From an optimization exercise on the open Yosys and OpenROAD flow, aimed at small area; shortcuts taken in it are not production practice. RTL that was checked went through simulation tests only; none was proved equivalent to the original. The RTL of run 2 was laid out without a check of its function. Power figures rest on the tool's default switching activity, not on a simulated workload.

==> flow/design.v (outline; a module is shown in full before it is edited, if it fits) <==
// module Registrador: 14 lines
// module Instr_Reg: 24 lines
// module Banco_reg: 24 lines
// module RegDesloc: 30 lines
// module ula32: 56 lines
// module mult: 65 lines
// module div: 90 lines
// module load_size_control: 10 lines
// module store_size_control: 9 lines
// module mux_HILO: 8 lines
// module mux_IorD: 12 lines
// module mux_PcSrc: 13 lines
// module mux_SRInput: 8 lines
// module mux_SRN: 13 lines
// module mux_conSrc: 13 lines
// module mux_ulaA: 8 lines
// module mux_ulaB: 12 lines
// module mux_wrDataReg: 26 lines
// module mux_wrReg: 13 lines
// module mux_writeDataMemSrc: 8 lines
// module shift_16: 6 lines
// module shift_left_2: 6 lines
// module sign_extend: 6 lines
// module control_unit: 1986 lines
// module cpu: 366 lines
module cpu (
  input wire clk,
  input wire reset,
  input wire [31:0] mem_rdata,
  output wire [31:0] mem_addr,
  output wire [31:0] mem_wdata,
  output wire mem_we
);
  // ...
==> flow/run.sh <==
#!/bin/bash
# synth_recipe.tcl (not shown) runs the flow's synth.tcl, then flattens the netlist and writes it again
# the make line also repeats each setting of config.mk as NAME=value (left out here)
make -C /OpenROAD-flow-scripts/flow DESIGN_CONFIG=/design/flow/config.mk WORK_HOME=/design/flow/orfs CLKGATE_MAP_FILE= SYNTH_SCRIPT=/design/flow/synth_recipe.tcl finish
==> flow/config.mk <==
export PLATFORM = sky130hd
export DESIGN_NAME = cpu
export DESIGN_NICKNAME = cpu
export VERILOG_FILES = /design/flow/design.v
export SDC_FILE = /design/flow/constraint.sdc
export NUM_CORES = 4
export LEC_CHECK = 0
export CAP_MARGIN = 20
export CORE_MARGIN = 2
export CORE_UTILIZATION = 40
export SLEW_MARGIN = 20
==> flow/constraint.sdc <==
create_clock -name core_clock -period 20.0 [get_ports {clk}]
set_input_delay 4.0000 -clock core_clock [delete_from_list [all_inputs] [get_ports {clk}]]
set_output_delay 4.0000 -clock core_clock [all_outputs]
set_load 0.01 [all_outputs]
==> summary.md, run 1 <==
| Metric | Value |
|---|---|
| Outcome | timing/DRC/antenna clean |
| Vias in the first global route | 86300 |
| Worst path max stage delay | 0.56 ns |
| Fmax | 51.0 MHz |
| Worst hold start | CTRL_UNIT_.IRWrite$_SDFFE_PN0P_ |
| Via count | 90000 |
| Multi-In Gates | 7496 |
| Worst clock skew | 0.0770 ns |
| Clock network power share | 0.241 |
| First drt pass iteration count | 8 |
| Top post-synthesis cells by area | edfxtp_1 (32%), mux4_2 (15%), dfxtp_1 (11%), nor2_1 (7.2%), mux2i_1 (4.3%) |
| Crit path time final | 19.61 ns |
| Seq. cell area | 44900 µm² |
| Setup TNS | 0 ns |
| Initial DRC count | 12800 |
| Met3 Use GR | 0.0880 |
| Top Consumer | combinational logic |
| Slowest CP cell | clkdlybuf4s50_1 |
| CP arrival | 15.61 ns |
| Hold buffer count at cts | 0 |
| WHS Path Cells | 2 |
| WL met3 | 53200 µm |
| Mapped cell area | 105000 µm² |
| Max cap viols | 0 |
| Combinational power | 6.71 mW |
| Fraction of synthesized cell area in xor and xnor cells | 0.0147 |
| Worst-path clk slew | 0.06 ns |
| Post-CTS sizing | 0 |
| Synthesized instance count | 10400 |
| Overall routed net length | 465000 µm |
| Post-synthesis compound-gate area fraction | 0.144 |
| Inverters excl. clock | 192 |
| Core area | 262000 µm² |
==> module cpu, before the edit <==
module cpu (
  input wire clk,
  input wire reset,
  input wire [31:0] mem_rdata,
  output wire [31:0] mem_addr,
  output wire [31:0] mem_wdata,
  output wire mem_we
);
  wire reset_out;
  wire rst;
  assign rst = reset | reset_out;
  wire invalid_opcode;
  assign invalid_opcode = 1'b0;
  wire [31:0] PC_in;
  wire [31:0] PC_out;
  wire [31:0] A_in;
  wire [31:0] A_out;
  wire [31:0] B_in;
  wire [31:0] B_out;
  wire [31:0] EPC_in;
  wire [31:0] EPC_out;
  wire [31:0] HI_in;
  wire [31:0] HI_out;
  wire [31:0] LO_in;
  wire [31:0] LO_out;
  wire [31:0] FLAG_REG_in;     
  wire [31:0] FLAG_REG_out;
  wire [31:0] IR_in;
  wire [5:0] IR_opcode;
  wire [4:0] IR_rs;
  wire [4:0] IR_rt;
  wire [15:0] IR_im;       
  wire [4:0] ReadReg1;
  wire [4:0] ReadReg2;
  wire [4:0] WriteReg;
  wire [31:0] WriteDataReg;
  wire [31:0] ReadData1;
  wire [31:0] ReadData2;
  wire [31:0] Address;
  wire [31:0] WriteDataMem;
  wire [31:0] MemData;
  wire [4:0] SRN;
  wire [31:0] SRInput;
  wire [31:0] SROut;
  wire [31:0] ula_A_in;
  wire [31:0] ula_B_in;
  wire [31:0] ULA_out;
  wire [31:0] sign_extend_out;
  wire [31:0] shift_left_2_mux_ula_b_out;
  wire [31:0] shift_left_2_IR_out;
  wire [31:0] shift_16_out;
  wire [23:0] load_size_control_out;
  wire [31:0] store_size_control_out;
  wire conSrc_out;
  wire [31:0] mult_hi_out;
  wire [31:0] mult_lo_out;
  wire [31:0] div_hi_out;
  wire [31:0] div_lo_out;
  wire PC_write;
  wire A_write;
  wire B_write;
  wire EPC_write;
  wire HI_write;
  wire LO_write;
  wire FlagRegWrite;
  wire IRWrite;
  wire RegWrite;
  wire MemWrite;
  wire [2:0] ShiftOP;
  wire [2:0] Seletor;
  wire mult_start;
  wire div_start;
  wire seletor_ulaA;
  wire [1:0] seletor_ulaB;
  wire [2:0] RegDst;
  wire [3:0] MemtoReg;
  wire SrInputSrc;
  wire [1:0] SrNSrc;
  wire [1:0] load_size;
  wire store_size;
  wire SrctoMem;   
  wire [2:0] IorD;
  wire [1:0] PCSource;
  wire [1:0] conSrc;
  wire HiLoSrc;
  wire writeCondition;
  wire Overflow;  
  wire Negativo;  
  wire Zero;   
  wire Igual;  
  wire Maior;  
  wire Menor;  
  wire divzero;  
    Registrador PC_(
      clk,
      rst,
      PC_write | (writeCondition & conSrc_out),
      PC_in,
      PC_out
    );
    Registrador A_(
      clk,
      rst,
      A_write,
      A_in,
      A_out
    );
    Registrador B_(
      clk,
      rst,
      B_write,
      B_in,
      B_out
    );
    Registrador EPC_(
      clk,
      rst,
      EPC_write,
      ULA_out,
      EPC_out
    );
    Registrador HI_(
      clk,
      rst,
      HI_write,
      HI_in,
      HI_out
    );
    Registrador LO_(
      clk,
      rst,
      LO_write,
      LO_in,
      LO_out
    );
    Registrador FLAG_REG_(
      clk,
      rst,
      FlagRegWrite,
      {29'b0, Igual, Menor, Maior},
      FLAG_REG_out
    );
    Instr_Reg IR_(
      clk,
      rst,
      IRWrite,
      MemData,
      IR_opcode,
      IR_rs,
      IR_rt,
      IR_im
    );
    Banco_reg BANCO_REG_(
      clk,
      rst,
      RegWrite,
      IR_rs,
      IR_rt,
      WriteReg,
      WriteDataReg,
      A_in,
      B_in
    );
    RegDesloc SR_(
      clk,
      rst,
      ShiftOP,
      SRN,
      SRInput,
      SROut
    );
  assign mem_addr = Address;
  assign mem_wdata = WriteDataMem;
  assign mem_we = MemWrite;
  assign MemData = mem_rdata;
  ula32 ULA_(
    ula_A_in,
    ula_B_in,
    Seletor,
    ULA_out,
    Overflow,
    Negativo,
    Zero,
    Igual,
    Maior,
    Menor
  );
    mux_ulaA MUX_ULA_A_(
      seletor_ulaA,
      PC_out,
      A_out,
      ula_A_in
    );
    mux_ulaB MUX_ULA_B_(
      seletor_ulaB,
      B_out,
      sign_extend_out,
      shift_left_2_mux_ula_b_out,
      ula_B_in
    );
    mux_wrReg MUX_WRREG_(
      RegDst,
      IR_rt,
      IR_im[15:11],
      IR_rs,
      WriteReg
    );
    mux_wrDataReg MUX_WRDATADATAREG_(
      MemtoReg,
      ULA_out,
      MemData,
      HI_out,
      LO_out,
      {{8'b0}, load_size_control_out},
      SROut,
      B_out,
      shift_16_out,
      A_out,
      {{31'b0}, {Menor}},
      WriteDataReg
    );
    mux_writeDataMemSrc MUX_WRITEDATAMEMSRC_(
      SrctoMem,
      B_out,
      store_size_control_out,
      WriteDataMem
    );
    mux_SRInput MUX_SRINPUT_(
      SrInputSrc,
      B_out,
      A_out,
      SRInput
    );
    mux_SRN MUX_SRN_(
      SrNSrc,
      IR_im[10:6],
      MemData[4:0],
      A_out[4:0],
      B_out[4:0],
      SRN
    );
    mux_IorD MUX_IORD_(
      IorD,
      PC_out,
      ULA_out,
      Address
    );
    mux_PcSrc MUX_PCSRC_(
      PCSource,
      ULA_out,
      {{PC_out[31:28]}, {shift_left_2_IR_out[27:0]}},
      {{8'b0}, load_size_control_out},
      EPC_out,
      PC_in
    );
    mux_conSrc MUX_CONSRC_(
      conSrc,
      FLAG_REG_out[2],
      ~FLAG_REG_out[2],
      FLAG_REG_out[2] | FLAG_REG_out[1],
      FLAG_REG_out[0],
      conSrc_out
    );
    mux_HILO MUX_HI_(
      HiLoSrc,
      div_hi_out,
      mult_hi_out,
      HI_in
    );
    mux_HILO MUX_LO_(
      HiLoSrc,
      div_lo_out,
      mult_lo_out,
      LO_in
    );
  sign_extend SIGN_EXTEND_(
    IR_im,
    sign_extend_out
  );
  shift_left_2 SHIFT_LEFT_2_MUX_ULA_B_(
    sign_extend_out,
    shift_left_2_mux_ula_b_out
  );
  shift_left_2 SHIFT_LEFT_2_IR_(
    {6'b0, IR_rs, IR_rt, IR_im},
    shift_left_2_IR_out
  );
  shift_16 SHIFT_16_(
    IR_im,
    shift_16_out
  );
  load_size_control LOAD_SIZE_CONTROL_(
    load_size,
    MemData,
    load_size_control_out
  );
  store_size_control STORE_SIZE_CONTROL_(
    store_size,
    B_out,
    load_size_control_out,
    store_size_control_out
  );
  mult MULT_(
    A_out,
    B_out,
    clk,
    mult_start,
    rst,
    mult_hi_out,
    mult_lo_out
  );
  div DIV_(
    B_out,
    A_out,
    clk,
    div_start,
    rst,
    divzero,
    div_hi_out,
    div_lo_out
  );
  control_unit CTRL_UNIT_(
    .clk(clk),
    .reset(reset),
    .Overflow(Overflow),  
    .Negativo(Negativo),  
    .Zero(Zero),   
    .Igual(Igual),  
    .Maior(Maior),  
    .Menor(Menor),  
    .invalid_opcode(invalid_opcode),
    .divzero(divzero),
    .OPCODE(IR_opcode),
    .FUNCT(IR_im[5:0]),
    .conSrc_out(conSrc_out),
    .PC_write(PC_write),     
    .A_write(A_write),      
    .B_write(B_write),      
    .EPC_write(EPC_write),    
    .HI_write(HI_write),     
    .LO_write(LO_write),     
    .FlagRegWrite(FlagRegWrite), 
    .IRWrite(IRWrite),      
    .RegWrite(RegWrite),
    .MemWrite(MemWrite),
    .ShiftOP(ShiftOP),
    .Seletor(Seletor),
    .mult_start(mult_start), 
    .div_start(div_start),  
    .load_size(load_size),
    .store_size(store_size),
    .writeCondition(writeCondition),
    .seletor_ulaA(seletor_ulaA),
    .seletor_ulaB(seletor_ulaB),
    .RegDst(RegDst),   
    .MemtoReg(MemtoReg), 
    .SrInputSrc(SrInputSrc),
    .SrNSrc(SrNSrc),
    .SrctoMem(SrctoMem),
    .IorD(IorD),     
    .PCSource(PCSource), 
    .conSrc(conSrc),   
    .HiLoSrc(HiLoSrc),
   .reset_out(reset_out) 
  );
endmodule
==> inputs of run 2 (changes only) <==
==> flow/design.v (replaced) <==
module cpu (
  input  wire        clk,
  input  wire        reset,
  input  wire [31:0] mem_rdata,
  output wire [31:0] mem_addr,
  output wire [31:0] mem_wdata,
  output wire        mem_we
);
  localparam [4:0]
    S_RST  = 5'd0,  S_RST2 = 5'd1,
    S_F1   = 5'd2,  S_F2   = 5'd3,  S_F3  = 5'd4,  S_F4  = 5'd5,
    S_I0   = 5'd6,
    S_AD1  = 5'd7,  S_AD2  = 5'd8,  S_PREX = 5'd9,
    S_EXA  = 5'd10, S_EXB  = 5'd11, S_EXC = 5'd12,
    S_W1   = 5'd13, S_P1   = 5'd14,
    S_XC1  = 5'd15, S_XC2  = 5'd16,
    S_SH1  = 5'd17, S_SH2  = 5'd18, S_SH3 = 5'd19,
    S_MD   = 5'd20, S_MDL  = 5'd21,
    S_CB1  = 5'd22, S_CB2  = 5'd23,
    S_L1   = 5'd24, S_L2   = 5'd25, S_L3  = 5'd26,
    S_SW1  = 5'd27, S_SR4  = 5'd28, S_SR5 = 5'd29, S_F1S = 5'd30;
  reg  [4:0]  state;
  reg  [4:0]  cnt;
  reg  [1:0]  exv;        
  reg         taken;      
  reg         bq;         
  reg  [31:0] PC, EPC, IR, B, HI, LO;
  wire rst = reset | (state == S_RST);
  wire [5:0] op = IR[31:26];
  wire [5:0] fn = IR[5:0];
  wire [4:0] rs = IR[25:21];
  wire [4:0] rt = IR[20:16];
  wire [4:0] rd = IR[15:11];
  wire       r  = (op == 6'h00);
  wire i_add   = r & (fn == 6'h20);
  wire i_and   = r & (fn == 6'h24);
  wire i_div   = r & (fn == 6'h1a);
  wire i_mult  = r & (fn == 6'h18);
  wire i_jr    = r & (fn == 6'h08);
  wire i_mfhi  = r & (fn == 6'h10);
  wire i_mflo  = r & (fn == 6'h12);
  wire i_sll   = r & (fn == 6'h00);
  wire i_sllv  = r & (fn == 6'h04);
  wire i_slt   = r & (fn == 6'h2a);
  wire i_sra   = r & (fn == 6'h03);
  wire i_srav  = r & (fn == 6'h07);
  wire i_srl   = r & (fn == 6'h02);
  wire i_sub   = r & (fn == 6'h22);
  wire i_break = r & (fn == 6'h0d);
  wire i_rte   = r & (fn == 6'h13);
  wire i_xchg  = r & (fn == 6'h05);
  wire i_addi  = (op == 6'h08);
  wire i_addiu = (op == 6'h09);
  wire i_br    = (op[5:2] == 4'b0001);           
  wire i_sram  = (op == 6'h01);
  wire i_lb    = (op == 6'h20);
  wire i_lh    = (op == 6'h21);
  wire i_lui   = (op == 6'h0f);
  wire i_lw    = (op == 6'h23);
  wire i_sb    = (op == 6'h28);
  wire i_sh    = (op == 6'h29);
  wire i_slti  = (op == 6'h0a);
  wire i_sw    = (op == 6'h2b);
  wire i_j     = (op == 6'h02);
  wire i_jal   = (op == 6'h03);
  wire d_ad  = i_add | i_sub | i_addi;
  wire d_w1  = i_and | i_slt | i_mfhi | i_mflo | i_addiu | i_slti | i_lui | i_j | i_jal;
  wire d_md  = i_div | i_mult;
  wire d_p1  = i_jr | i_break | i_rte;
  wire d_sh  = i_sll | i_sllv | i_sra | i_srav | i_srl;
  wire d_mem = i_sram | i_lb | i_lh | i_lw | i_sb | i_sh;
  reg  [31:0] rf [0:31];
  wire        i_shv = i_sllv | i_srav;
  wire [4:0]  raddr = (((state == S_F4) & ~i_shv) | ((state == S_SH3) & i_shv)) ? rt : rs;
  reg  [31:0] A;
  integer ri;
  always @(*) begin
    A = 32'b0;
    for (ri = 0; ri < 32; ri = ri + 1)
      A = A | (rf[ri] & {32{raddr == ri}});
  end
  wire is_div = fn[1];                  
  wire sA = A[31];
  wire sB = B[31];
  wire b_zero = (B == 32'b0);
  wire md_en  = ~(is_div & b_zero);
  wire booth_sub = LO[0] & ~bq;
  wire booth_add = ~LO[0] & bq;
  reg  [2:0] asel;    
  reg  [2:0] bsel;    
  reg        inv, cin, andop, b227;
  wire [31:0] sext  = {{16{IR[15]}}, IR[15:0]};
  reg  [31:0] ain, bin;
  always @(*) begin
    case (asel)
      3'd1:    ain = A;
      3'd2:    ain = PC;
      3'd3:    ain = HI;
      3'd4:    ain = {HI[30:0], LO[31] ^ sA};
      default: ain = 32'b0;
    endcase
    case (bsel)
      3'd1:    bin = Bsh;
      3'd2:    bin = 32'd4;
      3'd3:    bin = sext;
      3'd4:    bin = {sext[29:0], 2'b00};
      3'd5:    bin = LO;
      3'd7:    bin = {IR[15:0], 16'b0};
      default: bin = {24'b0, b227, b227, b227, 3'b000, b227, b227};
    endcase
  end
  wire [31:0] bx  = bin ^ {32{inv}};
  wire [31:0] sum = ain + bx + {31'b0, cin};
  wire [31:0] alu = andop ? (ain & bin) : sum;
  wire ov = (ain[31] == bx[31]) & (sum[31] != ain[31]);
  wire lt = sum[31] ^ ov;
  wire eq = (sum == 32'b0);
  always @(*) begin
    asel = 3'd1; bsel = 3'd3; inv = 1'b0; cin = 1'b0; andop = 1'b0; b227 = 1'b0;
    case (state)
      S_F1, S_F2, S_F3, S_F4, S_EXA, S_EXB: begin
        asel = 3'd2; bsel = 3'd2;
        inv = (state == S_EXA) | (state == S_EXB);
        cin = inv;
      end
      S_I0: begin
        bsel = 3'd0; inv = i_div & sA;
      end
      S_AD1: begin
        bsel = r ? 3'd1 : 3'd3; inv = r & fn[1]; cin = r & fn[1];
      end
      S_W1: begin
        if (i_and | i_slt) bsel = 3'd1;
        if (i_slt | i_slti) begin inv = 1'b1; cin = 1'b1; end
        andop = i_and;
        if (i_jal) begin asel = 3'd2; bsel = 3'd0; end
        if (i_mfhi) begin asel = 3'd3; bsel = 3'd0; end
        if (i_mflo) begin asel = 3'd0; bsel = 3'd5; end
        if (i_lui)  begin asel = 3'd0; bsel = 3'd7; end
      end
      S_P1: begin
        if (i_break) begin asel = 3'd2; bsel = 3'd2; inv = 1'b1; cin = 1'b1; end
        else bsel = 3'd0;
      end
      S_XC1: bsel = 3'd0;
      S_XC2: begin asel = 3'd0; bsel = 3'd1; end
      S_MD: begin
        if (is_div) begin
          asel = 3'd4; bsel = 3'd1; inv = ~sB; cin = ~sB;
        end else begin
          asel = 3'd3; bsel = (booth_sub | booth_add) ? 3'd1 : 3'd0;
          inv = booth_sub; cin = booth_sub;
        end
      end
      S_MDL: begin
        asel = 3'd0; bsel = 3'd5; inv = is_div & (sA ^ sB); cin = inv;
      end
      S_CB1: begin bsel = 3'd1; inv = 1'b1; cin = 1'b1; end
      S_CB2: begin asel = 3'd2; bsel = 3'd4; end
      S_RST2: begin asel = 3'd0; bsel = 3'd0; b227 = 1'b1; end
      S_SH3, S_F1S: begin asel = 3'd0; bsel = 3'd1; end
      default: ;
    endcase
  end
  wire        sh_on    = (state == S_SH3) | (state == S_F1S);
  wire [4:0]  sh_amt   = ~sh_on ? 5'd0 :
                         (state == S_F1S) ? mem_rdata[4:0] :
                         fn[2] ? A[4:0] : IR[10:6];
  wire        sh_left  = (state == S_SH3) & ~fn[1];
  wire        sh_fill  = ((state == S_F1S) | fn[0]) & ~sh_left & B[31];
  wire [4:0]  rot = sh_left ? (5'd0 - sh_amt) : sh_amt;
  wire [31:0] r0 = rot[0] ? {B[0], B[31:1]} : B;
  wire [31:0] r1 = rot[1] ? {r0[1:0], r0[31:2]} : r0;
  wire [31:0] r2 = rot[2] ? {r1[3:0], r1[31:4]} : r1;
  wire [31:0] r3 = rot[3] ? {r2[7:0], r2[31:8]} : r2;
  wire [31:0] r4 = rot[4] ? {r3[15:0], r3[31:16]} : r3;
  reg  [31:0] Bsh;
  integer k;
  always @(*) begin
    for (k = 0; k < 32; k = k + 1)
      Bsh[k] = (sh_left ? (k >= sh_amt) : ({1'b0, sh_amt} <= 6'd31 - k)) ? r4[k] : sh_fill;
  end
  wire w1_write = (state == S_W1) & ~i_j;
  wire ld_write = (state == S_L3) & ~op[3] & op[5];       
  wire rf_we = (state == S_RST2) | (state == S_AD1) | w1_write | (state == S_XC1) |
               (state == S_XC2) | (state == S_SH3) | ld_write | (state == S_F1S);
  wire [4:0] waddr = (state == S_RST2) ? 5'd29 :
                     ((state == S_W1) & i_jal) ? 5'd31 :
                     (state == S_XC2) ? rs :
                     (r & (state != S_XC1)) ? rd : rt;
  wire [31:0] ld_data = {op[1] ? mem_rdata[31:16] : 16'b0,
                         op[0] ? mem_rdata[15:8]  : 8'b0,
                         mem_rdata[7:0]};
  wire [31:0] wdata = (state == S_L3) ? ld_data :
                      ((state == S_W1) & (i_slt | i_slti)) ? {31'b0, lt} :
                      alu;
  wire [31:0] wdata_r = wdata & {32{~rst}};
  integer i;
  always @(posedge clk) begin
    for (i = 0; i < 32; i = i + 1)
      if (rst | (rf_we & (waddr == i)))
        rf[i] <= wdata_r;
  end
  wire addr_pc  = (state == S_F1) | (state == S_F1S) | (state == S_F2) | (state == S_F3) | (state == S_F4) |
                  (state == S_I0) | (state == S_P1);
  wire addr_alu = (state == S_L1) | (state == S_L2) | (state == S_L3) | (state == S_SW1) |
                  (state == S_SR4) | (state == S_SR5);
  wire exab = (state == S_EXA) | (state == S_EXB);
  assign mem_addr = addr_pc  ? PC :
                    addr_alu ? alu :
                    {24'b0, 6'b111111, exab ? exv : 2'b01};
  assign mem_we = (state == S_SW1) | ((state == S_L3) & op[3]);
  assign mem_wdata = {(state == S_SW1) ? B[31:16] : mem_rdata[31:16],
                      ((state == S_SW1) | op[0]) ? B[15:8] : mem_rdata[15:8],
                      B[7:0]};
  always @(posedge clk) begin
    if (state == S_F3) IR <= mem_rdata;
    if (state == S_F4) B  <= A;
    if (state == S_CB1)
      taken <= (op[1:0] == 2'b00) ? eq :
               (op[1:0] == 2'b01) ? ~eq :
               (op[1:0] == 2'b10) ? (eq | lt) : (~eq & ~lt);
  end
  always @(posedge clk) begin
    if (rst) begin
      PC <= 32'b0;
    end else begin
      case (state)
        S_F3: PC <= alu;
        S_P1: PC <= i_rte ? EPC : alu;
        S_W1: if (i_j | i_jal) PC <= {PC[31:28], IR[25:0], 2'b00};
        S_CB2: if (taken) PC <= alu;
        S_EXC: PC <= {24'b0, mem_rdata[7:0]};
        default: ;
      endcase
    end
  end
  always @(posedge clk) begin
    if (rst) EPC <= 32'b0;
    else if (state == S_EXA) EPC <= alu;
  end
  always @(posedge clk) begin
    if (rst) begin
      HI <= 32'b0;
      LO <= 32'b0;
    end else begin
      if (state == S_I0 && d_md && md_en) begin
        HI <= 32'b0;
        LO <= alu;
      end
      if (state == S_MD && md_en) begin
        if (is_div) begin
          HI <= sum[31] ? ain : sum;
          LO <= {LO[30:0], ~sum[31]};
        end else begin
          HI <= {sum[31], sum[31:1]};
          LO <= {sum[0], LO[31:1]};
        end
      end
      if (state == S_MDL) LO <= alu;
    end
  end
  always @(posedge clk) begin
    if (state == S_I0) bq <= 1'b0;
    else if (state == S_MD) bq <= LO[0];
  end
  always @(posedge clk) begin
    if (reset) begin
      state <= S_RST;
    end else begin
      case (state)
        S_RST:  state <= S_RST2;
        S_RST2: state <= S_F1;
        S_F1:   state <= S_F2;
        S_F2:   state <= S_F3;
        S_F3:   state <= S_F4;
        S_F4:   state <= S_I0;
        S_I0: begin
          cnt <= 5'd0;
          if (d_ad)       state <= S_AD1;
          else if (d_w1)  state <= S_W1;
          else if (d_md)  state <= S_MD;
          else if (d_p1)  state <= S_P1;
          else if (d_sh)  state <= S_SH1;
          else if (i_xchg) state <= S_XC1;
          else if (i_br)  state <= S_CB1;
          else if (d_mem) state <= S_L1;
          else if (i_sw)  state <= S_SW1;
          else begin
            state <= S_EXA;
            exv <= 2'b01;
          end
        end
        S_AD1: begin
          if (ov) begin
            state <= S_PREX;
            exv <= 2'b10;
          end else
            state <= S_AD2;
        end
        S_AD2:  state <= S_F1;
        S_PREX: state <= S_EXA;
        S_EXA:  state <= S_EXB;
        S_EXB:  state <= S_EXC;
        S_EXC:  state <= S_F1;
        S_W1:   state <= S_F1;
        S_P1:   state <= S_F1;
        S_XC1:  state <= S_XC2;
        S_XC2:  state <= S_F1;
        S_SH1:  state <= S_SH2;
        S_SH2:  state <= S_SH3;
        S_SH3:  state <= S_F1;
        S_MD: begin
          cnt <= cnt + 5'd1;
          if (cnt == 5'd1 && is_div && b_zero) begin
            state <= S_PREX;
            exv <= 2'b11;
          end else if (cnt == 5'd31)
            state <= S_MDL;
        end
        S_MDL:  state <= S_F1;
        S_CB1:  state <= S_CB2;
        S_CB2:  state <= S_F1;
        S_L1:   state <= S_L2;
        S_L2:   state <= S_L3;
        S_L3:   state <= op[5] ? S_F1 : S_SR4;
        S_SW1:  state <= S_F1;
        S_SR4:  state <= S_SR5;
        S_SR5:  state <= S_F1S;
        S_F1S:  state <= S_F2;
        default: state <= S_RST;
      endcase
    end
  end
endmodule
==> flow/config.mk (replaced) <==
export PLATFORM = sky130hd
export DESIGN_NAME = cpu
export DESIGN_NICKNAME = cpu
export VERILOG_FILES = /design/flow/design.v
export SDC_FILE = /design/flow/constraint.sdc
export NUM_CORES = 4
export LEC_CHECK = 0
export CAP_MARGIN = 0
export CORE_MARGIN = 2
export CORE_UTILIZATION = 70
export GPL_TIMING_DRIVEN = 0
export SLEW_MARGIN = 0
==> run 2 against run 1 <==
The run now fails in 5_1_grt. Synthesized cell count decreased by 54%. Area after synthesis shrank 45%.
==> summary.md, run 2 <==
| Metric | Value |
|---|---|
| Sequential fraction of the synthesis area | 0.614 (was 0.427) |
| Primary FF master, synth | edfxtp_1 (unchanged) |
| Synth Register Bits | 1230 (was 1686) |
| CTS Buffer Depth | 3 (unchanged) |
| Die span in x | 292 µm (was 516 µm) |
| Sink Count | 1230 (was 1686) |
| Syn Nets | 4873 (was 10600) |
| Vias in the first global route | 58500 |
| Biggest area consumer among synthesized cells | edfxtp_1 (unchanged) |
| Post-synthesis compound-gate area fraction | 0.188 (was 0.144) |
| Stage where the run ended | 5_1_grt |
| Overall Global Routing Usage | 0.742 |
| Worst slack, placed | -0.785 ns (was 1.17 ns) |
| Mapped cell area | 58000 µm² (was 105000 µm²) |
| Syn. warnings | 2 (was 8) |
| Fraction of synthesized cell area in xor and xnor cells | 0.00996 (was 0.0147) |
| HPWL Detailed | 189000 µm (was 313000 µm) |
| TritonCTS buffer count | 113 (was 191) |
| Num rows | 105 (was 188) |
| Post-synth top area share | 0.567 (was 0.317) |
| Placed cell area | 62100 µm² (was 110000 µm²) |
| Adder-Cell Fraction of Synth Area | 0.0101 (was 0.0277) |
| Main combinational cell family by area after synthesis | compound AO/OA/AOI/OAI gates (was multiplexers) |
| Number of flops mapped to enable cells by yosys | 1096 (was 1108) |
| Top post-synthesis cells by area | edfxtp_1 (57%), dfxtp_1 (4.6%), mux2i_1 (3.6%), a22oi_1 (3.2%), nand2_1 (2.8%) (was edfxtp_1 (32%), mux4_2 (15%), dfxtp_1 (11%), nor2_1 (7.2%), mux2i_1 (4.3%)) |
| Synth async-reset ratio | 0 (unchanged) |
| Synthesized instance count | 4795 (was 10400) |
| Starting Density | 0.707 (was 0.401) |
| Final Wtd Congestion | 1.19 (was 1.01) |
| H-tree depth | 3 (was 4) |
| IO Count | 99 (unchanged) |
| Root buf cell | clkbuf_16 (unchanged) |
| Buffers added on ports | 97 (was 98) |
| Die span in y | 292 µm (was 516 µm) |
| Simple-Gate Fraction of Synth Area | 0.104 (was 0.143) |
| Outcome | did not finish (was timing/DRC/antenna clean) |
| Average size of a mapped cell | 12.1 µm² (was 10.1 µm²) |
| First-pass GRT wire length | 440000 µm |
| Synth cell count leaders | edfxtp_1 (1096), nand2_1 (426), o21ai_0 (275), clkbuf_1 (260), a21oi_1 (252) (was nor2_1 (2002), edfxtp_1 (1108), clkbuf_1 (813), nand2_1 (763), a21oi_1 (689)) |
| Unique masters post-synth | 113 (was 107) |
| Pin count of the biggest net entering global routing | 42 |
| Mux contribution to synthesized area | 0.0448 (was 0.200) |
| Most frequent cell after synthesis | edfxtp_1 (was nor2_1) |
| Hold buffer count at cts | 0 (unchanged) |
| Remaining Overflow, GRT | 5 |
| First error | [ERROR GRT-0116] Global routing finished with congestion. Check the congestion regions in the DRC Viewer. |
| DP Cell Count | 6031 (was 13300) |
-- run 2: logic make-up after synthesis --
family	after synthesis
AND/OR/NAND/NOR	1247
AO/OA/AOI/OAI	1544
buffers and inverters	409
adder cells (fa/ha/maj)	45
flip-flops	1230
XOR/XNOR	66
multiplexers	254
-- run 2: how the worst max path moves through the flow --
stage                             from           end  slack [ns]
after CTS                 mem_rdata[0]  mem_addr[31]        0.02
after detailed placement  mem_rdata[0]  mem_addr[31]       -0.78
after global placement    mem_rdata[0]  mem_addr[31]       -0.81
after floorplan           mem_rdata[0]  mem_addr[31]        4.09
-- run 2: power groups by stage --
| stage | clock network [mW] | registers, mW | logic [mW] |
|---|---|---|---|
| 4_1_cts | 2.23 | 3.94 | 1.60 |
| 3_5_place_dp | 0 | 3.90 | 1.53 |
| 3_3_place_gp | 0 | 3.87 | 1.35 |
| 2_1_floorplan | 0 | 3.80 | 0.743 |
-- run 2: what timing repair did --
| action | CTS |
|---|---|
| gates resized for setup | 8 |
| buffers inserted | 1 |
| pin swaps | 1 |
| hold endpoints to repair | 0 |
| setup endpoints to repair | 4 |
-- run 2: per-layer routing --
metal | GRT usage | overflow
met4 | 0.696 | 3
met5 | 0.343 | 0
met1 | 0.760 | 0
met2 | 0.885 | 2
met3 | 0.612 | 0
==> inputs of run 3 (changes only) <==
--- a/flow/design.v
+++ b/flow/design.v
@@ -18,7 +18,7 @@
     S_MD   = 5'd20, S_MDL  = 5'd21,
     S_CB1  = 5'd22, S_CB2  = 5'd23,
     S_L1   = 5'd24, S_L2   = 5'd25, S_L3  = 5'd26,
-    S_SW1  = 5'd27, S_SR4  = 5'd28, S_SR5 = 5'd29, S_F1S = 5'd30;
+    S_SW1  = 5'd27, S_SR4  = 5'd28, S_SR5 = 5'd29;
   reg  [4:0]  state;
   reg  [4:0]  cnt;
   reg  [1:0]  exv;        
@@ -70,8 +70,7 @@
   wire d_sh  = i_sll | i_sllv | i_sra | i_srav | i_srl;
   wire d_mem = i_sram | i_lb | i_lh | i_lw | i_sb | i_sh;
   reg  [31:0] rf [0:31];
-  wire        i_shv = i_sllv | i_srav;
-  wire [4:0]  raddr = (((state == S_F4) & ~i_shv) | ((state == S_SH3) & i_shv)) ? rt : rs;
+  wire [4:0]  raddr = (state == S_F4) ? rt : rs;
   reg  [31:0] A;
   integer ri;
   always @(*) begin
@@ -100,11 +99,12 @@
       default: ain = 32'b0;
     endcase
     case (bsel)
-      3'd1:    bin = Bsh;
+      3'd1:    bin = B;
       3'd2:    bin = 32'd4;
       3'd3:    bin = sext;
       3'd4:    bin = {sext[29:0], 2'b00};
       3'd5:    bin = LO;
+      3'd6:    bin = HI;
       3'd7:    bin = {IR[15:0], 16'b0};
       default: bin = {24'b0, b227, b227, b227, 3'b000, b227, b227};
     endcase
@@ -134,7 +134,7 @@
         if (i_slt | i_slti) begin inv = 1'b1; cin = 1'b1; end
         andop = i_and;
         if (i_jal) begin asel = 3'd2; bsel = 3'd0; end
-        if (i_mfhi) begin asel = 3'd3; bsel = 3'd0; end
+        if (i_mfhi) begin asel = 3'd0; bsel = 3'd6; end
         if (i_mflo) begin asel = 3'd0; bsel = 3'd5; end
         if (i_lui)  begin asel = 3'd0; bsel = 3'd7; end
       end
@@ -158,32 +158,30 @@
       S_CB1: begin bsel = 3'd1; inv = 1'b1; cin = 1'b1; end
       S_CB2: begin asel = 3'd2; bsel = 3'd4; end
       S_RST2: begin asel = 3'd0; bsel = 3'd0; b227 = 1'b1; end
-      S_SH3, S_F1S: begin asel = 3'd0; bsel = 3'd1; end
       default: ;
     endcase
   end
-  wire        sh_on    = (state == S_SH3) | (state == S_F1S);
-  wire [4:0]  sh_amt   = ~sh_on ? 5'd0 :
-                         (state == S_F1S) ? mem_rdata[4:0] :
-                         fn[2] ? A[4:0] : IR[10:6];
+  wire        sh_v   = (state == S_SH3) & fn[2];        
+  wire [31:0] sh_src = sh_v ? A : B;
+  wire [4:0]  sh_amt = (state == S_SR5) ? mem_rdata[4:0] : (fn[2] ? B[4:0] : IR[10:6]);
   wire        sh_left  = (state == S_SH3) & ~fn[1];
-  wire        sh_fill  = ((state == S_F1S) | fn[0]) & ~sh_left & B[31];
-  wire [4:0]  rot = sh_left ? (5'd0 - sh_amt) : sh_amt;
-  wire [31:0] r0 = rot[0] ? {B[0], B[31:1]} : B;
-  wire [31:0] r1 = rot[1] ? {r0[1:0], r0[31:2]} : r0;
-  wire [31:0] r2 = rot[2] ? {r1[3:0], r1[31:4]} : r1;
-  wire [31:0] r3 = rot[3] ? {r2[7:0], r2[31:8]} : r2;
-  wire [31:0] r4 = rot[4] ? {r3[15:0], r3[31:16]} : r3;
-  reg  [31:0] Bsh;
+  wire        sh_arith = (state == S_SR5) | fn[0];
+  reg  [31:0] sh_x, sh_out;
+  wire [31:0] sh_y;
   integer k;
   always @(*) begin
     for (k = 0; k < 32; k = k + 1)
-      Bsh[k] = (sh_left ? (k >= sh_amt) : ({1'b0, sh_amt} <= 6'd31 - k)) ? r4[k] : sh_fill;
+      sh_x[k] = sh_left ? sh_src[31-k] : sh_src[k];
+  end
+  assign sh_y = $signed({sh_arith & ~sh_left & sh_src[31], sh_x}) >>> sh_amt;
+  always @(*) begin
+    for (k = 0; k < 32; k = k + 1)
+      sh_out[k] = sh_left ? sh_y[31-k] : sh_y[k];
   end
   wire w1_write = (state == S_W1) & ~i_j;
   wire ld_write = (state == S_L3) & ~op[3] & op[5];       
   wire rf_we = (state == S_RST2) | (state == S_AD1) | w1_write | (state == S_XC1) |
-               (state == S_XC2) | (state == S_SH3) | ld_write | (state == S_F1S);
+               (state == S_XC2) | (state == S_SH3) | ld_write | (state == S_SR5);
   wire [4:0] waddr = (state == S_RST2) ? 5'd29 :
                      ((state == S_W1) & i_jal) ? 5'd31 :
                      (state == S_XC2) ? rs :
@@ -191,7 +189,8 @@
   wire [31:0] ld_data = {op[1] ? mem_rdata[31:16] : 16'b0,
                          op[0] ? mem_rdata[15:8]  : 8'b0,
                          mem_rdata[7:0]};
-  wire [31:0] wdata = (state == S_L3) ? ld_data :
+  wire [31:0] wdata = ((state == S_SH3) | (state == S_SR5)) ? sh_out :
+                      (state == S_L3) ? ld_data :
                       ((state == S_W1) & (i_slt | i_slti)) ? {31'b0, lt} :
                       alu;
   wire [31:0] wdata_r = wdata & {32{~rst}};
@@ -201,7 +200,7 @@
       if (rst | (rf_we & (waddr == i)))
         rf[i] <= wdata_r;
   end
-  wire addr_pc  = (state == S_F1) | (state == S_F1S) | (state == S_F2) | (state == S_F3) | (state == S_F4) |
+  wire addr_pc  = (state == S_F1) | (state == S_F2) | (state == S_F3) | (state == S_F4) |
                   (state == S_I0) | (state == S_P1);
   wire addr_alu = (state == S_L1) | (state == S_L2) | (state == S_L3) | (state == S_SW1) |
                   (state == S_SR4) | (state == S_SR5);
@@ -326,8 +325,7 @@
         S_L3:   state <= op[5] ? S_F1 : S_SR4;
         S_SW1:  state <= S_F1;
         S_SR4:  state <= S_SR5;
-        S_SR5:  state <= S_F1S;
-        S_F1S:  state <= S_F2;
+        S_SR5:  state <= S_F1;
         default: state <= S_RST;
       endcase
     end
==> flow/config.mk (replaced) <==
export PLATFORM = sky130hd
export DESIGN_NAME = cpu
export DESIGN_NICKNAME = cpu
export VERILOG_FILES = /design/flow/design.v
export SDC_FILE = /design/flow/constraint.sdc
export NUM_CORES = 4
export LEC_CHECK = 0
export CAP_MARGIN = 20
export CORE_MARGIN = 2
export CORE_UTILIZATION = 40
export SLEW_MARGIN = 20
==> run 3 against run 2 <==
Now clean on timing, DRC and antenna. Area after synthesis is 4.2% higher. Synthesized cell count is 13% higher.
==> summary.md, run 3 <==
| Metric | Value |
|---|---|
| Most frequent cells in the layout | edfxtp_1 (1096), o21ai_0 (770), nand2_1 (390) |
| Pin count of the biggest net entering global routing | 76 |
| Crit Path Max Fanout | 54 |
| Nets | 5492 |
| Num rows | 142 (was 105) |
| Buffers added on ports | 98 (was 97) |
| Crit path time final | 16.39 ns |
| Max reg flops | 1024 |
| Max cap viols | 0 |
| CTS tree | yes |
| Period utilisation layout | 0.820 |
| Met3 Use GR | 0.0877 |
| TritonCTS buffer count | 134 (was 113) |
| Starting Density | 0.403 (was 0.707) |
| Total power | 7.17 mW |
| Mapped cell area | 60500 µm² (was 58000 µm²) |
| CTS Buffer Depth | 3 (unchanged) |
| Worst path max stage delay | 0.86 ns |
| Reg2reg setup slack | 5.63 ns |
| Primary FF master, synth | edfxtp_1 (unchanged) |
| IO Count | 99 (unchanged) |
| First drt pass iteration count | 7 |
| Final Wtd Congestion | 1.04 (was 1.19) |
| Met2 Resource Use GR | 0.483 |
| Die span in y | 393 µm (was 292 µm) |
| Gr busiest metal | met2 |
| WHS Path Cells | 2 |
| Hold Path Sink | bq$_SDFFE_PP0P_ |
| Number of flops mapped to enable cells by yosys | 1096 (unchanged) |
| First-pass GRT wire length | 366000 µm |
| Worst clock skew | 0.0515 ns |
| Setup crit end kind | output port |
| Buf+Inv Stages, Crit Path | 5 |
| Post-DR vias/cell | 6.81 |
| Unique masters post-synth | 108 (was 113) |
| HPWL Detailed | 170000 µm (was 189000 µm) |
| H-tree depth | 4 (was 3) |
| Initial DRC count | 8628 |
| Syn. warnings | 2 (unchanged) |
| Worst hold start | bq$_SDFFE_PP0P_ |
| CP arrival | 12.39 ns |
| Delay-heaviest family, CP | compound AO/OA/AOI/OAI gates |
| Max-slew violation count | 0 |
| Syn Nets | 5469 (was 4873) |
| Remaining Overflow, GRT | 0 |
| Final core occ | 0.463 |
| Rel. slew slack | 0.144 |
| Outcome | timing/DRC/antenna clean (was did not finish) |
| Most frequent cell after synthesis | edfxtp_1 (unchanged) |
| Overall routed net length | 264000 µm |
| Worst-Skew Late Latency | 0.79 ns |
| Final Hold Viols | 0 |
| Reg2reg start | state[0]$_SDFFE_PP0P_ |
| Post-CTS Setup Repair Bufs | 0 (was 1) |
| Synthesized instance count | 5397 (was 4795) |
| Synth cell count leaders | edfxtp_1 (1096), o21ai_0 (804), nand2_1 (390), clkbuf_1 (349), nor2_1 (338) (was edfxtp_1 (1096), nand2_1 (426), o21ai_0 (275), clkbuf_1 (260), a21oi_1 (252)) |
| Crit start category | flip-flop |
| RSZ-0062 raised after global routing | false |
| Worst-path clk slew | 0.06 ns |
| Root buf cell | clkbuf_16 (unchanged) |
| Hold crit path type | reg2reg |
| Worst VDD drop | 0.0887 mV |
| WS Path Type | reg2out |
| WP data required | 16.00 ns |
| Vias in the first global route | 46700 |
| M1 GR Usage | 0.439 |
| Die span in x | 393 µm (was 292 µm) |
| Reg2Reg Depth | 37 |
| Fmax | 61.0 MHz |
| Sequential fraction of the synthesis area | 0.589 (was 0.614) |
| Synth async-reset ratio | 0 (unchanged) |
| Die area | 154000 µm² |
| Slowest CP cell | a2111oi_0 |
| Setup TNS | 0 ns |
| Initial antenna violation count | 17 |
| Hold buffer count at cts | 0 (unchanged) |
| Leak pwr | 24.2 nW |
| Synth Register Bits | 1230 (unchanged) |
| Worst R2R End | taken$_DFFE_PP_ |
| DRC viols | 0 |
| DRT antenna net count | 0 |
| Biggest area consumer among synthesized cells | edfxtp_1 (unchanged) |
| Core area | 150000 µm² |
| Sink Count | 1230 (unchanged) |
| Post-synth top area share | 0.544 (was 0.567) |
| Top post-synthesis cells by area | edfxtp_1 (54%), o21ai_0 (6.7%), dfxtp_1 (4.4%), a21oi_1 (2.8%), nand2_1 (2.4%) (was edfxtp_1 (57%), dfxtp_1 (4.6%), mux2i_1 (3.6%), a22oi_1 (3.2%), nand2_1 (2.8%)) |
| Overall Global Routing Usage | 0.334 |
| Post-CTS sizing | 0 (was 8) |
| Via count | 51300 |
| Slew @ Worst Pin | 1.28 ns |
| Power Dens Cells | 103 nW/µm² |
| Avg WL per Cell | 35.0 µm |
| Most common cell after layout, fill and taps aside | edfxtp_1 |
| Fillcell total | 13600 |
| P&R area growth vs syn | 14.8% |
| Average size of a mapped cell | 11.2 µm² (was 12.1 µm²) |
| CP most frequent cell | buf_4 |
| Largest Register | rf |
| Final setup vio count | 0 |
| Layout cells sized above 1 | 0.130 |
-- run 3: cell types whose count changed after synthesis, sizes merged, moves of 89 or more --
cell    previous run  this run
o21ai            320       821
a22oi            251       113
mux2i            211       118
nor2             246       339
a222oi           120        31
clkbuf           260       349
o21a               8        97
-- run 3: cells by family (layout without fill, tap and decap cells) --
family / after synthesis / after routing / share of synthesized area
fa+ha+maj: 38 / 38 / 0.00823
compound gates: 2082 / 2082 / 0.222
xor+xnor: 70 / 70 / 0.0101
flops: 1230 / 1230 / 0.589
simple gates: 1266 / 1266 / 0.103
mux: 188 / 188 / 0.0328
other cells: 0 / 7 / 0
buf+inv: 523 / 644 / 0.0355
-- run 3: worst max-delay path by stage --
stage,depth (start not counted),start,endpoint
2_1_floorplan,32,state[3]$_SDFFE_PP0P_,mem_addr[31]
3_3_place_gp,29,state[0]$_SDFFE_PP0P_,mem_addr[31]
3_5_place_dp,29,state[0]$_SDFFE_PP0P_,mem_addr[31]
4_1_cts,29,state[0]$_SDFFE_PP0P_,mem_addr[31]
5_1_grt,29,state[0]$_SDFFE_PP0P_,mem_addr[31]
6_report,29,state[0]$_SDFFE_PP0P_,mem_addr[31]
-- run 3: layout make-up --
| class | instances | area, µm² | area share |
|---|---|---|---|
| antenna | 7 | 17.5 | 0.000252 |
| clock buffer | 173 | 3660 | 0.0527 |
| clock inverter | 61 | 658 | 0.00948 |
| inverter | 65 | 244 | 0.00351 |
| multi-input combinational | 3644 | 23900 | 0.344 |
| sequential | 1230 | 35600 | 0.513 |
| tap | 2016 | 2520 | 0.0363 |
| timing repair buffer | 345 | 2840 | 0.0408 |
-- run 3: worst min-delay path: stages, from the launching register on --
cell	delay (ns)
dfxtp_1	0.31
nand2_1	0.05
a21oi_1	0.06
-- run 3: stage by stage --
step           setup WS [ns]  hold WS, ns  instance area (µm²)  std cells
2_1_floorplan           8.66        0.433                60500       5397
3_3_place_gp            4.73        0.442                65100       7297
3_5_place_dp            4.77        0.453                65100       7300
4_1_cts                 3.88        0.462                69400       7534
5_1_grt                 3.43        0.495                69400       7534
6_report                3.61        0.461                69400       7541
-- run 3: where the power goes --
| part | leakage, nW | internal, mW | total, mW | switching (mW) |
|---|---|---|---|---|
| Combinational | 8.97 | 0.306 | 1.24 | 0.935 |
| Sequential | 13.1 | 3.33 | 3.45 | 0.115 |
| Clock | 2.11 | 1.42 | 2.48 | 1.06 |
-- run 3: per-layer routing --
layer / vias to the layer above / share of wire
met4: 8 / 0.078
met2: 4115 / 0.42
met5: - / 0.00024
met3: 776 / 0.13
li1: 21100 / -
met1: 25300 / 0.37
==> inputs of run 4 (changes only) <==
--- a/flow/design.v
+++ b/flow/design.v
@@ -18,7 +18,7 @@
     S_MD   = 5'd20, S_MDL  = 5'd21,
     S_CB1  = 5'd22, S_CB2  = 5'd23,
     S_L1   = 5'd24, S_L2   = 5'd25, S_L3  = 5'd26,
-    S_SW1  = 5'd27, S_SR4  = 5'd28, S_SR5 = 5'd29;
+    S_SW1  = 5'd27, S_SR4  = 5'd28, S_SR5 = 5'd29, S_F1S = 5'd30;
   reg  [4:0]  state;
   reg  [4:0]  cnt;
   reg  [1:0]  exv;        
@@ -70,7 +70,13 @@
   wire d_sh  = i_sll | i_sllv | i_sra | i_srav | i_srl;
   wire d_mem = i_sram | i_lb | i_lh | i_lw | i_sb | i_sh;
   reg  [31:0] rf [0:31];
-  wire [4:0]  raddr = (state == S_F4) ? rt : rs;
+  wire        i_shv = i_sllv | i_srav;
+  wire        nx_shv = (mem_rdata[31:26] == 6'h00) &
+                       ((mem_rdata[5:0] == 6'h04) | (mem_rdata[5:0] == 6'h07));
+  reg         rd_rt;
+  always @(posedge clk)
+    rd_rt <= (state == S_F3) ? ~nx_shv : ((state == S_I0) & i_shv);
+  wire [4:0]  raddr = rd_rt ? rt : rs;
   reg  [31:0] A;
   integer ri;
   always @(*) begin
@@ -99,12 +105,11 @@
       default: ain = 32'b0;
     endcase
     case (bsel)
-      3'd1:    bin = B;
+      3'd1:    bin = Bsh;
       3'd2:    bin = 32'd4;
       3'd3:    bin = sext;
       3'd4:    bin = {sext[29:0], 2'b00};
       3'd5:    bin = LO;
-      3'd6:    bin = HI;
       3'd7:    bin = {IR[15:0], 16'b0};
       default: bin = {24'b0, b227, b227, b227, 3'b000, b227, b227};
     endcase
@@ -134,7 +139,7 @@
         if (i_slt | i_slti) begin inv = 1'b1; cin = 1'b1; end
         andop = i_and;
         if (i_jal) begin asel = 3'd2; bsel = 3'd0; end
-        if (i_mfhi) begin asel = 3'd0; bsel = 3'd6; end
+        if (i_mfhi) begin asel = 3'd3; bsel = 3'd0; end
         if (i_mflo) begin asel = 3'd0; bsel = 3'd5; end
         if (i_lui)  begin asel = 3'd0; bsel = 3'd7; end
       end
@@ -158,30 +163,43 @@
       S_CB1: begin bsel = 3'd1; inv = 1'b1; cin = 1'b1; end
       S_CB2: begin asel = 3'd2; bsel = 3'd4; end
       S_RST2: begin asel = 3'd0; bsel = 3'd0; b227 = 1'b1; end
+      S_SH3, S_F1S: begin asel = 3'd0; bsel = 3'd1; end
       default: ;
     endcase
   end
-  wire        sh_v   = (state == S_SH3) & fn[2];        
-  wire [31:0] sh_src = sh_v ? A : B;
-  wire [4:0]  sh_amt = (state == S_SR5) ? mem_rdata[4:0] : (fn[2] ? B[4:0] : IR[10:6]);
+  reg  [4:0]  samt, srot;
+  wire [4:0]  n_sh = fn[2] ? A[4:0] : IR[10:6];
+  always @(posedge clk) begin
+    if (rst | (state == S_SH3) | (state == S_F1S)) begin
+      samt <= 5'd0;
+      srot <= 5'd0;
+    end else if (state == S_SH1) begin
+      samt <= n_sh;
+      srot <= fn[1] ? n_sh : (5'd0 - n_sh);
+    end else if (state == S_SR5) begin
+      samt <= mem_rdata[4:0];
+      srot <= mem_rdata[4:0];
+    end
+  end
+  wire [4:0]  sh_amt   = samt;
   wire        sh_left  = (state == S_SH3) & ~fn[1];
-  wire        sh_arith = (state == S_SR5) | fn[0];
-  reg  [31:0] sh_x, sh_out;
-  wire [31:0] sh_y;
+  wire        sh_fill  = ((state == S_F1S) | fn[0]) & ~sh_left & B[31];
+  wire [4:0]  rot = srot;
+  wire [31:0] r0 = rot[0] ? {B[0], B[31:1]} : B;
+  wire [31:0] r1 = rot[1] ? {r0[1:0], r0[31:2]} : r0;
+  wire [31:0] r2 = rot[2] ? {r1[3:0], r1[31:4]} : r1;
+  wire [31:0] r3 = rot[3] ? {r2[7:0], r2[31:8]} : r2;
+  wire [31:0] r4 = rot[4] ? {r3[15:0], r3[31:16]} : r3;
+  reg  [31:0] Bsh;
   integer k;
   always @(*) begin
     for (k = 0; k < 32; k = k + 1)
-      sh_x[k] = sh_left ? sh_src[31-k] : sh_src[k];
-  end
-  assign sh_y = $signed({sh_arith & ~sh_left & sh_src[31], sh_x}) >>> sh_amt;
-  always @(*) begin
-    for (k = 0; k < 32; k = k + 1)
-      sh_out[k] = sh_left ? sh_y[31-k] : sh_y[k];
+      Bsh[k] = (sh_left ? (k >= sh_amt) : ({1'b0, sh_amt} <= 6'd31 - k)) ? r4[k] : sh_fill;
   end
   wire w1_write = (state == S_W1) & ~i_j;
   wire ld_write = (state == S_L3) & ~op[3] & op[5];       
   wire rf_we = (state == S_RST2) | (state == S_AD1) | w1_write | (state == S_XC1) |
-               (state == S_XC2) | (state == S_SH3) | ld_write | (state == S_SR5);
+               (state == S_XC2) | (state == S_SH3) | ld_write | (state == S_F1S);
   wire [4:0] waddr = (state == S_RST2) ? 5'd29 :
                      ((state == S_W1) & i_jal) ? 5'd31 :
                      (state == S_XC2) ? rs :
@@ -189,8 +207,7 @@
   wire [31:0] ld_data = {op[1] ? mem_rdata[31:16] : 16'b0,
                          op[0] ? mem_rdata[15:8]  : 8'b0,
                          mem_rdata[7:0]};
-  wire [31:0] wdata = ((state == S_SH3) | (state == S_SR5)) ? sh_out :
-                      (state == S_L3) ? ld_data :
+  wire [31:0] wdata = (state == S_L3) ? ld_data :
                       ((state == S_W1) & (i_slt | i_slti)) ? {31'b0, lt} :
                       alu;
   wire [31:0] wdata_r = wdata & {32{~rst}};
@@ -200,7 +217,7 @@
       if (rst | (rf_we & (waddr == i)))
         rf[i] <= wdata_r;
   end
-  wire addr_pc  = (state == S_F1) | (state == S_F2) | (state == S_F3) | (state == S_F4) |
+  wire addr_pc  = (state == S_F1) | (state == S_F1S) | (state == S_F2) | (state == S_F3) | (state == S_F4) |
                   (state == S_I0) | (state == S_P1);
   wire addr_alu = (state == S_L1) | (state == S_L2) | (state == S_L3) | (state == S_SW1) |
                   (state == S_SR4) | (state == S_SR5);
@@ -325,7 +342,8 @@
         S_L3:   state <= op[5] ? S_F1 : S_SR4;
         S_SW1:  state <= S_F1;
         S_SR4:  state <= S_SR5;
-        S_SR5:  state <= S_F1;
+        S_SR5:  state <= S_F1S;
+        S_F1S:  state <= S_F2;
         default: state <= S_RST;
       endcase
     end
==> flow/flow/run.sh (new file) <==
#!/bin/bash
# Own layout flow: the standard ORFS flow (standard.sh) with these changes to how the
# layout is made:
#  1. after the standard synthesis, its combinational cells are mapped again (for area, then
#     buffered and sized by ABC for the clock period) by
#     Yosys/ABC (flow/resyn.tcl); the flip-flops, their names and cell types are kept
#  2. CTS with larger sink clusters and without dummy loads
#  3. the port buffers are sky130_fd_sc_hd__buf_1
#  4. a fanout limit of 16 for the placement repair (flow/pre_resize.tcl)
# Each tool's full output goes to its own log in this folder (ORFS steps: orfs/logs/).
set -euo pipefail
PLAT=${FLOW_PLATFORM:-sky130hd}
TOP=${FLOW_TOP:-cpu}
R=orfs/results/$PLAT/cpu/base
LIB=$FLOW_HOME/platforms/$PLAT/lib/sky130_fd_sc_hd__tt_025C_1v80.lib
export CTS_ARGS="-sink_clustering_enable -repair_clock_nets -dont_use_dummy_load -sink_clustering_size 20 -sink_clustering_max_diameter 100"
export BUFFER_PORTS_ARGS="-buffer_cell sky130_fd_sc_hd__buf_1"
export PRE_RESIZE_TCL="$PWD/flow/pre_resize.tcl"

# 1. standard synthesis
bash standard.sh "$PWD/$R/1_2_yosys.v" > make_synth.log 2>&1
cp "$R/1_2_yosys.v" standard_1_2_yosys.v

# 2. area re-mapping of the combinational logic
printf "set_driving_cell sky130_fd_sc_hd__buf_1\nset_load 5\n" > abc.constr
python3 flow/genmodels.py "$LIB" cell_models.v > genmodels.log 2>&1
DONT_USE=$(python3 - "$FLOW_HOME/platforms/$PLAT/config.mk" <<'PY'
import re, sys
t = open(sys.argv[1]).read()
i = t.index('DONT_USE_CELLS')
print(' '.join(re.findall(r'sky130_fd_sc_hd__\w+', t[i:t.index('\n#', i)])))
PY
)
YOSYS=$(command -v yosys || echo "$FLOW_HOME/../tools/install/yosys/bin/yosys")
RESYN_LIB="$LIB" RESYN_DONT_USE="$DONT_USE" RESYN_MODELS=cell_models.v \
RESYN_IN=standard_1_2_yosys.v RESYN_TOP="$TOP" RESYN_STAT=resyn_stat.txt RESYN_OUT=resyn_1_2_yosys.v \
RESYN_ABC="+strash;&get -n;&deepsyn -T 60;&dch -f;&nf -R 1000;&put;topo;stime -c;buffer -c -N 16;upsize -c;dnsize -c;" \
RESYN_ABC_EXTRA="-D 20000 -constr $PWD/abc.constr" \
  "$YOSYS" -c flow/resyn.tcl > resyn.log 2>&1
cp resyn_1_2_yosys.v "$R/1_2_yosys.v"
touch "$R/1_2_yosys.v"

# 3. the rest of the standard flow, from the re-mapped netlist
bash standard.sh > make_finish.log 2>&1
==> flow/flow/genmodels.py (new file) <==
#!/usr/bin/env python3
"""Write Verilog models of the single-output combinational cells of a liberty file.
usage: genmodels.py LIB OUT.v"""
import re, sys
lib = open(sys.argv[1]).read()
out = []
def conv(f):
    f = f.replace('!', '~').replace('+', '|').replace('*', '&')
    f = re.sub(r'\)\s*\(', ') & (', f)
    # implicit AND by space between operands: "A B" -> "A & B"
    f = re.sub(r'([A-Za-z0-9_\)])\s+(?=[A-Za-z0-9_\(~])', r'\1 & ', f)
    return f
for m in re.finditer(r'\n\s*cell\s*\(\s*"?(\w+)"?\s*\)\s*\{', lib):
    name = m.group(1)
    start = m.end()
    depth = 1; i = start
    while depth:
        c = lib[i]
        if c == '{': depth += 1
        elif c == '}': depth -= 1
        i += 1
    body = lib[start:i]
    if re.search(r'\b(ff|latch|statetable)\s*\(', body):
        continue
    pins = re.findall(r'\n\s*pin\s*\(\s*"?(\w+)"?\s*\)\s*\{(.*?)\n\s{8}\}', body, re.S)
    if not pins:
        continue
    ins, outs = [], []
    for pn, pb in pins:
        d = re.search(r'direction\s*:\s*"?(\w+)"?', pb)
        if not d: continue
        if d.group(1) == 'input': ins.append(pn)
        elif d.group(1) == 'output':
            f = re.search(r'function\s*:\s*"([^"]*)"', pb)
            outs.append((pn, f.group(1) if f else None))
    if len(outs) != 1 or outs[0][1] is None:
        continue
    on, f = outs[0]
    ports = ', '.join(['input ' + p for p in ins] + ['output ' + on])
    out.append(f'module {name}({ports});\n  assign {on} = {conv(f)};\nendmodule\n')
open(sys.argv[2], 'w').write('\n'.join(out))
print(len(out), 'models')
==> flow/flow/pre_resize.tcl (new file) <==
# Before the placement repair (repair_design): a fanout limit, so that the long high-fanout
# nets (the register file's write enables and data) are split into small buffer trees.
set_max_fanout 16 [current_design]
==> flow/flow/resyn.tcl (new file) <==
# Re-map the combinational logic of the standard synthesis netlist for area.
# The flip-flops (and the ha/fa and tie cells) are kept as they are, with their names;
# every other cell is read as its function and mapped again by ABC.
yosys -import
set lib $::env(RESYN_LIB)
set du {}
foreach c $::env(RESYN_DONT_USE) { lappend du -dont_use $c }
read_verilog $::env(RESYN_MODELS)
read_liberty -lib -ignore_redef $lib
read_verilog $::env(RESYN_IN)
hierarchy -check -top $::env(RESYN_TOP)
flatten
opt -purge
techmap
opt -fast
abc -liberty $lib {*}$du -script $::env(RESYN_ABC) {*}$::env(RESYN_ABC_EXTRA)
setundef -zero
splitnets
opt_clean -purge
hilomap -singleton -hicell sky130_fd_sc_hd__conb_1 HI -locell sky130_fd_sc_hd__conb_1 LO
insbuf -buf sky130_fd_sc_hd__buf_4 A X
tee -o $::env(RESYN_STAT) stat -liberty $lib
write_verilog -noattr -nohex -nodec $::env(RESYN_OUT)
==> flow/standard.sh (new file) <==
#!/bin/bash
# synth_recipe.tcl (not shown) runs the flow's synth.tcl, then flattens the netlist and writes it again
# the make line also repeats each setting of config.mk as NAME=value (left out here)
make -C /OpenROAD-flow-scripts/flow DESIGN_CONFIG=/design/flow/config.mk WORK_HOME=/design/flow/orfs CLKGATE_MAP_FILE= SYNTH_SCRIPT=/design/flow/synth_recipe.tcl "${@:-finish}"
==> flow/config.mk (replaced) <==
export PLATFORM = sky130hd
export DESIGN_NAME = cpu
export DESIGN_NICKNAME = cpu
export VERILOG_FILES = /design/flow/design.v
export SDC_FILE = /design/flow/constraint.sdc
export NUM_CORES = 4
export LEC_CHECK = 0
export CAP_MARGIN = 10
export CORE_MARGIN = 2
export CORE_UTILIZATION = 60
export GPL_TIMING_DRIVEN = 0
export SETUP_SLACK_MARGIN = 1.0
export SLEW_MARGIN = 10
removed: flow/run.sh
==> run 4 against run 3 <==
Now fails the layout checks on max-capacitance violations, max-slew violations. Clock power shrank 37%. Via count decreased by 13%. Count of clock-buffer cells in the layout shrank 99. Die area shrank 43%. First-iteration DRC count grew 22%. Combinational power is 22% higher. Global-route usage grew 19 points. Non-clock buffer count increased by 156. Critical endpoint unchanged. Largest cell class unchanged. Largest power group unchanged.
==> summary.md, run 4 <==
| Metric | Value |
|---|---|
| Slew @ Worst Pin | 1.61 ns (was 1.28 ns) |
| TritonCTS buffer count | 74 (was 134) |
| Post-DR vias/cell | 8.32 (was 6.81) |
| Final Wtd Congestion | 1.04 (about the same) |
| Max-slew violation count | 84 (was 0) |
| Outcome | failed layout checks (was timing/DRC/antenna clean) |
| Seq. cell area | 35800 µm² (was 35600 µm²) |
| Reg2Reg Depth | 63 (was 37) |
| Average size of a mapped cell | 13.6 µm² (was 11.2 µm²) |
| Met3 Use GR | 0.206 (was 0.0877) |
| CTS tree | yes (unchanged) |
| CP arrival | 14.74 ns (was 12.39 ns) |
| Layout cells sized above 1 | 0.0695 (was 0.130) |
| Hold buffer count at cts | 0 (unchanged) |
| Slowest CP cell | o21ai_0 (was a2111oi_0) |
| IO Count | 99 (unchanged) |
| Fillcell total | 5455 (was 13600) |
| Worst path max stage delay | 0.93 ns (was 0.86 ns) |
| DRT antenna net count | 0 (unchanged) |
| Root buf cell | clkbuf_16 (unchanged) |
| Syn Nets | 3859 (was 5469) |
| Avg WL per Cell | 44.9 µm (was 35.0 µm) |
| Final setup vio count | 0 (unchanged) |
| M1 GR Usage | 0.584 (was 0.439) |
| Die area | 88400 µm² (was 154000 µm²) |
| Nets | 4279 (was 5492) |
| Remaining Overflow, GRT | 0 (unchanged) |
| DRC viols | 0 (unchanged) |
| Worst clock skew | 0.143 ns (was 0.0515 ns) |
| CTS Buffer Depth | 3 (unchanged) |
| WP data required | 16.00 ns (about the same) |
| Power Dens Cells | 121 nW/µm² (was 103 nW/µm²) |
| Overall routed net length | 241000 µm (was 264000 µm) |
| Num rows | 107 (was 142) |
| Vias in the first global route | 41800 (was 46700) |
| DP Cell Count | 5270 (was 7300) |
| Max reg flops | 1024 (unchanged) |
| Met2 Resource Use GR | 0.784 (was 0.483) |
| Initial DRC count | 10500 (was 8628) |
| Core area | 85300 µm² (was 150000 µm²) |
| First drt pass iteration count | 14 (was 7) |
| Crit path time final | 18.74 ns (was 16.39 ns) |
| P&R area growth vs syn | 12.6% (was 14.8%) |
| Worst-Skew Late Latency | 0.76 ns (was 0.79 ns) |
| Via count | 44600 (was 51300) |
| Setup TNS | 0 ns (unchanged) |
| Period utilisation layout | 0.937 (was 0.820) |
| Layout Check Fails | max-capacitance violations, max-slew violations |
| HPWL Detailed | 159000 µm (was 170000 µm) |
| Die span in y | 297 µm (was 393 µm) |
| WS Path Type | reg2out (unchanged) |
| Rel. slew slack | -0.0719 (was 0.144) |
| First-pass GRT wire length | 325000 µm (was 366000 µm) |
| Crit Path Max Fanout | 16 (was 54) |
| Overall Global Routing Usage | 0.525 (was 0.334) |
| Buffers added on ports | 97 (was 98) |
| Worst-path clk slew | 0.10 ns (was 0.06 ns) |
| Synthesized instance count | 3786 (was 5397) |
| Crit start category | flip-flop (unchanged) |
| Initial antenna violation count | 14 (was 17) |
| Max cap viols | 7 (was 0) |
| Gr busiest metal | met2 (unchanged) |
| Final Hold Viols | 0 (unchanged) |
| Largest Register | rf (unchanged) |
| Most frequent cells in the layout | edfxtp_1 (1096), nand2_1 (429), a222oi_1 (287) (was edfxtp_1 (1096), o21ai_0 (770), nand2_1 (390)) |
| Multi-input logic area | 15100 µm² (was 23900 µm²) |
| H-tree depth | 3 (was 4) |
| Mapped cell area | 51600 µm² (was 60500 µm²) |
| Pin count of the biggest net entering global routing | 21 (was 76) |
| CP most frequent cell | o21bai_1 (was buf_4) |
| Most common cell after layout, fill and taps aside | edfxtp_1 (unchanged) |
| Starting Density | 0.606 (was 0.403) |
| Leak pwr | 20.8 nW (was 24.2 nW) |
| Fin cells | 5362 (was 7541) |
| Hold crit path type | reg2reg (unchanged) |
| Die span in x | 297 µm (was 393 µm) |
| Syn. warnings | 2 (unchanged) |
| Setup crit end kind | output port (unchanged) |
| Fmax | 53.4 MHz (was 61.0 MHz) |
| RSZ-0062 raised after global routing | false (unchanged) |
| Sink Count | 1240 (was 1230) |
| WHS Path Cells | 2 (unchanged) |
| Worst VDD drop | 0.108 mV (was 0.0887 mV) |
## run 4: where the power goes
part / internal, mW / leakage (nW) / switching, mW
sequential: 3.64 / 13.1 / 0.291
combinational: 0.354 / 6.77 / 1.16
clock: 0.661 / 0.912 / 0.907
total: 4.66 / 20.8 / 2.36
## run 4: what timing repair did
action                                  4_1_cts  5_1_grt
resized for setup                             0        1
endpoints found under the setup margin        0        1
setup buffers                                 0        0
## run 4: path summary, 6_finish.rpt
path                                      startpoint                   end  slack [ns]
worst max-delay path                IR[22]$_DFFE_PP_          mem_addr[31]        1.26
worst max register to register      IR[22]$_DFFE_PP_       taken$_DFFE_PP_        3.26
worst min-delay path            EPC[20]$_SDFFE_PP0P_  EPC[20]$_SDFFE_PP0P_        0.46
worst min register to register  EPC[20]$_SDFFE_PP0P_  EPC[20]$_SDFFE_PP0P_        0.46
## run 4: critical path: cells and delay by family, from the launching register on
kind                     cells  cell delay (ns)
AO/OA/AOI/OAI               37             8.11
AND/OR/NAND/NOR             10             2.11
buffers and inverters        4             1.70
adder cells (fa/ha/maj)      2             0.91
flip-flops                   1             0.67
XOR/XNOR                     2             0.51
## run 4: routing by layer
| metal | part of all wire | vias up |
|---|---|---|
| met5 | 0.00089 | - |
| met4 | 0.13 | 12 |
| met3 | 0.17 | 1802 |
| met2 | 0.42 | 5778 |
| met1 | 0.28 | 20700 |
| li1 | - | 16300 |
## run 4: area by class of cell
class                           instances  area share
Antenna cell                           14    0.000602
Multi-Input combinational cell       2339       0.259
Buffer                                157      0.0112
Clock buffer                           74      0.0318
Timing Repair Buffer                  344      0.0538
Inverter                               50     0.00323
Tap cell                             1144      0.0246
Sequential cell                      1240       0.615
## run 4: through the flow
| stage | instance area (µm²) | total power, mW | setup WS (ns) | hold WS [ns] | util |
|---|---|---|---|---|---|
| global placement | 53400 | 4.99 | 2.58 | 0.429 | 0.627 |
| floorplan | 51600 | 4.43 | 6.41 | 0.420 | - |
| detailed placement | 56200 | 5.25 | 2.80 | 0.440 | 0.659 |
| finish | 58200 | 7.02 | 1.26 | 0.458 | 0.682 |
| CTS | 58100 | 6.76 | 2.07 | 0.457 | 0.681 |
| global route | 58100 | 7.02 | 1.06 | 0.478 | 0.682 |

[re-timing with driven ports]
The results above use ideal ports. As a check the final layouts listed here were re-extracted and re-timed, cells and wires unchanged. Step 1: set_driving_cell puts a clkbuf_16 on clk and a buf_2 on each other input, an assumption about the parent block. Step 2 adds t to the input delays and takes it off the output delays; t is the mean of the earliest and latest rising clock arrival at the registers after step 1. Input paths then give back, and output paths get back, about the clock's delay inside the block. Three values: no drivers, after step 1, after step 2; two values: the first two.
| run | shift t [ns] | setup slack, ns | worst setup path after step 2 |
|---|---|---|---|
| run 1 | 0.931 | 0.385 / 0.294 / 1.225 | register to output |
| run 3 | 0.841 | 3.605 / 3.527 / 4.368 | register to output |
| run 4 | 0.764 | 1.262 / 1.185 / 1.949 | register to output |
